Context: an optimization exercise on an open-source flow, tuned for small area and a short achievable clock period. The choices shown serve that exercise and are no tape-out recipe. The RTL was checked by simulation tests, not by an equivalence proof against the original design.

==> design.v <==
`timescale 1ns / 1ps
module FP(
    input [7:0] input1,
    input [7:0] input2,
    input up_btn,
    input mid_btn,
    input down_btn,
    input clk,
    input rst,                
    output reg [6:0] seg,     
    output reg [7:0] result   
);
    localparam SCAN_LAST = 8'd255;  
    reg [20:0] temp_result;
    wire [3:0] digits [7:0];
    reg [7:0] count;
    reg [2:0] digit_index;
    always @(posedge clk) begin
        if (rst) begin
            count <= 0;
            digit_index <= 0;
            seg <= 7'b0000000;
            result <= 8'b0;
        end else begin
            if (count == SCAN_LAST) begin
                count <= 0;
                digit_index <= digit_index + 1;
                if (digit_index == 8)
                    digit_index <= 0;
            end else begin
                count <= count + 1;
            end
            result <= 8'b1 << digit_index;
            case (digits[digit_index])
                4'd0: seg <= 7'b1111110;
                4'd1: seg <= 7'b0110000;
                4'd2: seg <= 7'b1101101;
                4'd3: seg <= 7'b1111001;
                4'd4: seg <= 7'b0110011;
                4'd5: seg <= 7'b1011011;
                4'd6: seg <= 7'b1011111;
                4'd7: seg <= 7'b1110000;
                4'd8: seg <= 7'b1111111;
                4'd9: seg <= 7'b1111011;
                default: seg <= 7'b0000000;
            endcase
        end
    end
    always @(*) begin
        if (up_btn)
            temp_result = input1 + input2;
        else if (mid_btn)
            temp_result = input1 * input2;
        else if (down_btn) begin
            if (input1 > input2)
                temp_result = input1 - input2;
            else
                temp_result = 21'b0;
            end
        else
            temp_result = 21'b0010001001110110;  
    end
    assign digits[0] = temp_result % 10;
    assign digits[1] = (temp_result / 10) % 10;
    assign digits[2] = (temp_result / 100) % 10;
    assign digits[3] = (temp_result / 1000) % 10;
    assign digits[4] = (temp_result / 10000) % 10;
    assign digits[5] = (temp_result / 100000) % 10;
    assign digits[6] = (temp_result / 1000000) % 10;
    assign digits[7] = (temp_result / 10000000) % 10;
endmodule
==> run.sh <==
#!/bin/bash
# synth_recipe.tcl (not shown) runs the flow's synth.tcl, then flattens the netlist and writes it again
# the make line also repeats each setting of config.mk as NAME=value (left out here)
make -C /OpenROAD-flow-scripts/flow DESIGN_CONFIG=/design/flow/config.mk WORK_HOME=/design/flow/orfs CLKGATE_MAP_FILE= SYNTH_SCRIPT=/design/flow/synth_recipe.tcl finish
==> config.mk <==
export PLATFORM = sky130hd
export DESIGN_NAME = FP
export DESIGN_NICKNAME = FP
export VERILOG_FILES = /design/flow/design.v
export SDC_FILE = /design/flow/constraint.sdc
export NUM_CORES = 4
export LEC_CHECK = 0
export CAP_MARGIN = 20
export CORE_MARGIN = 2
export CORE_UTILIZATION = 40
export SLEW_MARGIN = 20
==> constraint.sdc <==
create_clock -name core_clock -period 110.0 [get_ports {clk}]
set_input_delay 22.0000 -clock core_clock [delete_from_list [all_inputs] [get_ports {clk}]]
set_output_delay 22.0000 -clock core_clock [all_outputs]
set_load 0.01 [all_outputs]
==> key figures <==
Outcome
  – Status: no timing/DRC/antenna violations

Global routing
  – Vias in the first global route: 28387
  – Largest net degree at the start of global routing: 40
  – GRT overflow: 0
  – Antenna violations before repair: 1
  – Overall track demand over capacity in global routing: 0.231
  – First-pass GRT wire length: 146 mm

STA
  – Period utilization: 0.897
  – TNS Setup: 0 ns
  – Max_slew headroom: 0.274
  – Worst-Margin Slew: 1.08 ns
  – Max Clock Freq: 0.0101 GHz
  – Tmin final: 98.71 ns
  – Setup Viol. Count Final: 0
  – Final hold vios: 0
  – RSZ-0062 raised after global routing: no
  – Fin. max-slew vios: 0
  – Worst Clk Skew: 0.00272 ns

Cells and area
  – Synthesis-to-finish area growth: 5.03%
  – Nets: 4640
  – Reg area: 520 um^2
  – Multi-input logic area: 27600 um^2
  – Share of layout cells above drive strength 1: 0.0637
  – Fillers: 7733
  – ANT cells: 0

Setup path
  – Required time of the critical path: 110.17 ns
  – Crit-path max cell delay: 0.76 ns
  – Crit end category: flop
  – Crit path launch: input2[6]
  – Worst Path Arrival: 98.88 ns
  – WS Path Type: in2reg
  – Crit-path slowest cell: a21o_1
  – Reg-to-Reg Start: digit_index[0]
  – Critical path startpoint category: input port
  – Crit path top cell by count: o21a_1
  – Critical Path Fanout Max: 36

Run
  – Max_cap viols: 0

Clock tree
  – CTS Buffer Depth: 2
  – Post-CTS sizing: 0
  – Post-CTS Setup Inserts: 0
  – CTS tree: done
  – # hold bufs at CTS: 0
  – Reg clk slew, reported paths: 0.07 ns
  – Total CTS buffers: 3
  – H-tree Lvls: 1
  – Clock latency on the worst-skew pair: 0.26 ns
  – Root Driver: clkbuf_16
  – Clock tree sinks: 26

Detailed routing
  – Wirelength, routed: 90.3 mm
  – Initial DRT Pass Iterations: 6
  – Via Count: 30488
  – Met3 Wirelength: 4.24 mm
  – Antenna viol nets, final: 0
  – Drc violations: 0
  – Drt wl/cell: 17.9 um
  – DR vias/cell: 6.03
  – M1 wire length: 43.7 mm
  – Top Metal Used: met4
  – Drt initial violations: 2070
  – Met2 Wirelength: 40.0 mm

Hold path
  – Hold Path Origin: count[0]
  – Worst Hold Class: reg2reg

Floorplanning
  – Horiz. Die Dim: 275 um
  – Core ar.: 72800 um^2
  – Ports: 36
  – Row count: 99
  – Area of the die: 75700 um^2
  – Initial Util: 0.404
  – DIE HEIGHT: 275 um

Logic synthesis
  – Post-synth top area cell: ha_1
  – Main flop type after synthesis: dfxtp_1
  – Mapped Area: 29400 um^2
  – Mean Syn Cell Area: 7.15 um^2
  – Most common cell in the netlist: ha_1
  – Syn Inst Count: 4112
  – Register area share after synthesis: 0.0177
  – Ys async rst share: 0
  – Yosys warns: 1
  – Area share of the leading cell type in the synthesized netlist: 0.206
  – Seq cells post-synth: 26
  – Post-synth EDFFs: 0
  – Cell variety after synth: 140
  – Ranking of synthesized cells by area: ha_1 (21%), nand2_1 (5.1%), a21oi_1 (5.0%)
  – Post-synth top cells: ha_1 (483), nand2_1 (398), nor2_1 (356), a21oi_1 (295), nor3_1 (222)

Placement
  – GP Congestion: 0.909
  – DP HPWL: 72.2 mm
  – IO Port Bufs: 35
-- final timing paths --
check	end	slack (ns)	depth (start not counted)
setup / recovery	seg[3]	11.29	346
hold / removal	count[0]	0.48	1
setup reg to reg	seg[3]	18.38	395
hold reg to reg	count[0]	0.48	1
-- worst max-delay path: cells and delay by family --
| family | cells | cell delay (ns) |
|---|---|---|
| AOI/OAI and AO/OA | 226 | 49.61 |
| and+or+nand+nor | 76 | 15.55 |
| adders and majority gates | 22 | 7.08 |
| buffers and inverters | 17 | 3.02 |
| muxes | 5 | 1.56 |
-- flip-flops by register name, indices dropped and copies added, names as in the netlist --
register	flops
count	8
digit_index	3
result	8
seg	7
-- metal layers --
metal  up-vias  track usage
met5         -            0
met4         0       0.0555
met3       118       0.0168
met2       714        0.386
li1      15481            -
met1     14175        0.321
-- layout by cell type (no fill, tap or decap), types with 120 or more instances in the layout --
| cell | n |
|---|---|
| ha_1 | 483 |
| nor3_1 | 222 |
| o31ai_1 | 137 |
| xnor2_1 | 162 |
| a21oi_1 | 293 |
| a21o_1 | 120 |
| nor2_1 | 351 |
| inv_1 | 192 |
| o21a_1 | 193 |
| o21ai_0 | 194 |
| nand2_1 | 394 |
-- final cells by class --
cell class              count  share of cell area
multi-input cells        3791               0.895
clock buffers               4             0.00288
inverters                 196              0.0238
repair buffers             80              0.0222
well taps                 959              0.0389
flip-flops and latches     26              0.0169
-- logic make-up (layout without fill, tap and decap cells) --
logic type	Yosys count	in the layout	share of synthesized area
simple gates	1497	1497	0.252
compound gates	1390	1390	0.333
fa+ha+maj	526	526	0.233
buf+inv	305	280	0.0462
xor+xnor	260	260	0.0777
mux	107	107	0.0402
flops	26	26	0.0177
other cells	1	11	0.000128
-- through the flow --
stage / worst slack [ns] / hold WS, ns / cells / area, um^2 / utilization
3_5_place_dp: 11.96 / 0.469 / 5051 / 30800 / 0.423
3_3_place_gp: 13.66 / 0.466 / 5051 / 30800 / 0.423
2_1_floorplan: 17.04 / 0.441 / 4122 / 29400 / -
5_1_grt: 4.71 / 0.520 / 5056 / 30900 / 0.424
6_report: 11.29 / 0.485 / 5056 / 30900 / 0.424
4_1_cts: 12.06 / 0.487 / 5055 / 30900 / 0.424

-- afterwards: timing with drivers on the ports --
How much do the figures lean on ideal ports? The routed layout below was timed once more, with nothing changed but the port constraints.
Step 1, drivers: a clkbuf_16 drives clk and a buf_2 each remaining input, both assumed.
Step 2 moves the port delays by t, midway between the first and last clock arrival at a register: inputs arrive t later, outputs are due t later. That takes back most of the time a late clock gives input paths.
Slacks: ideal ports / drivers / drivers and shift; pairs: ideal ports / drivers.
t (ns): 0.296
setup slack, ns: 11.290 / 11.304 / 11.008
hold WS [ns]: 0.485 / 0.485 / 0.485
slew at the worst register clock pin (ns): 0.07 / 0.07
After both steps setup and hold are still met in this run. For this run, drivers alone change the setup slack by +0.014 ns; drivers and shift together by -0.282 ns.
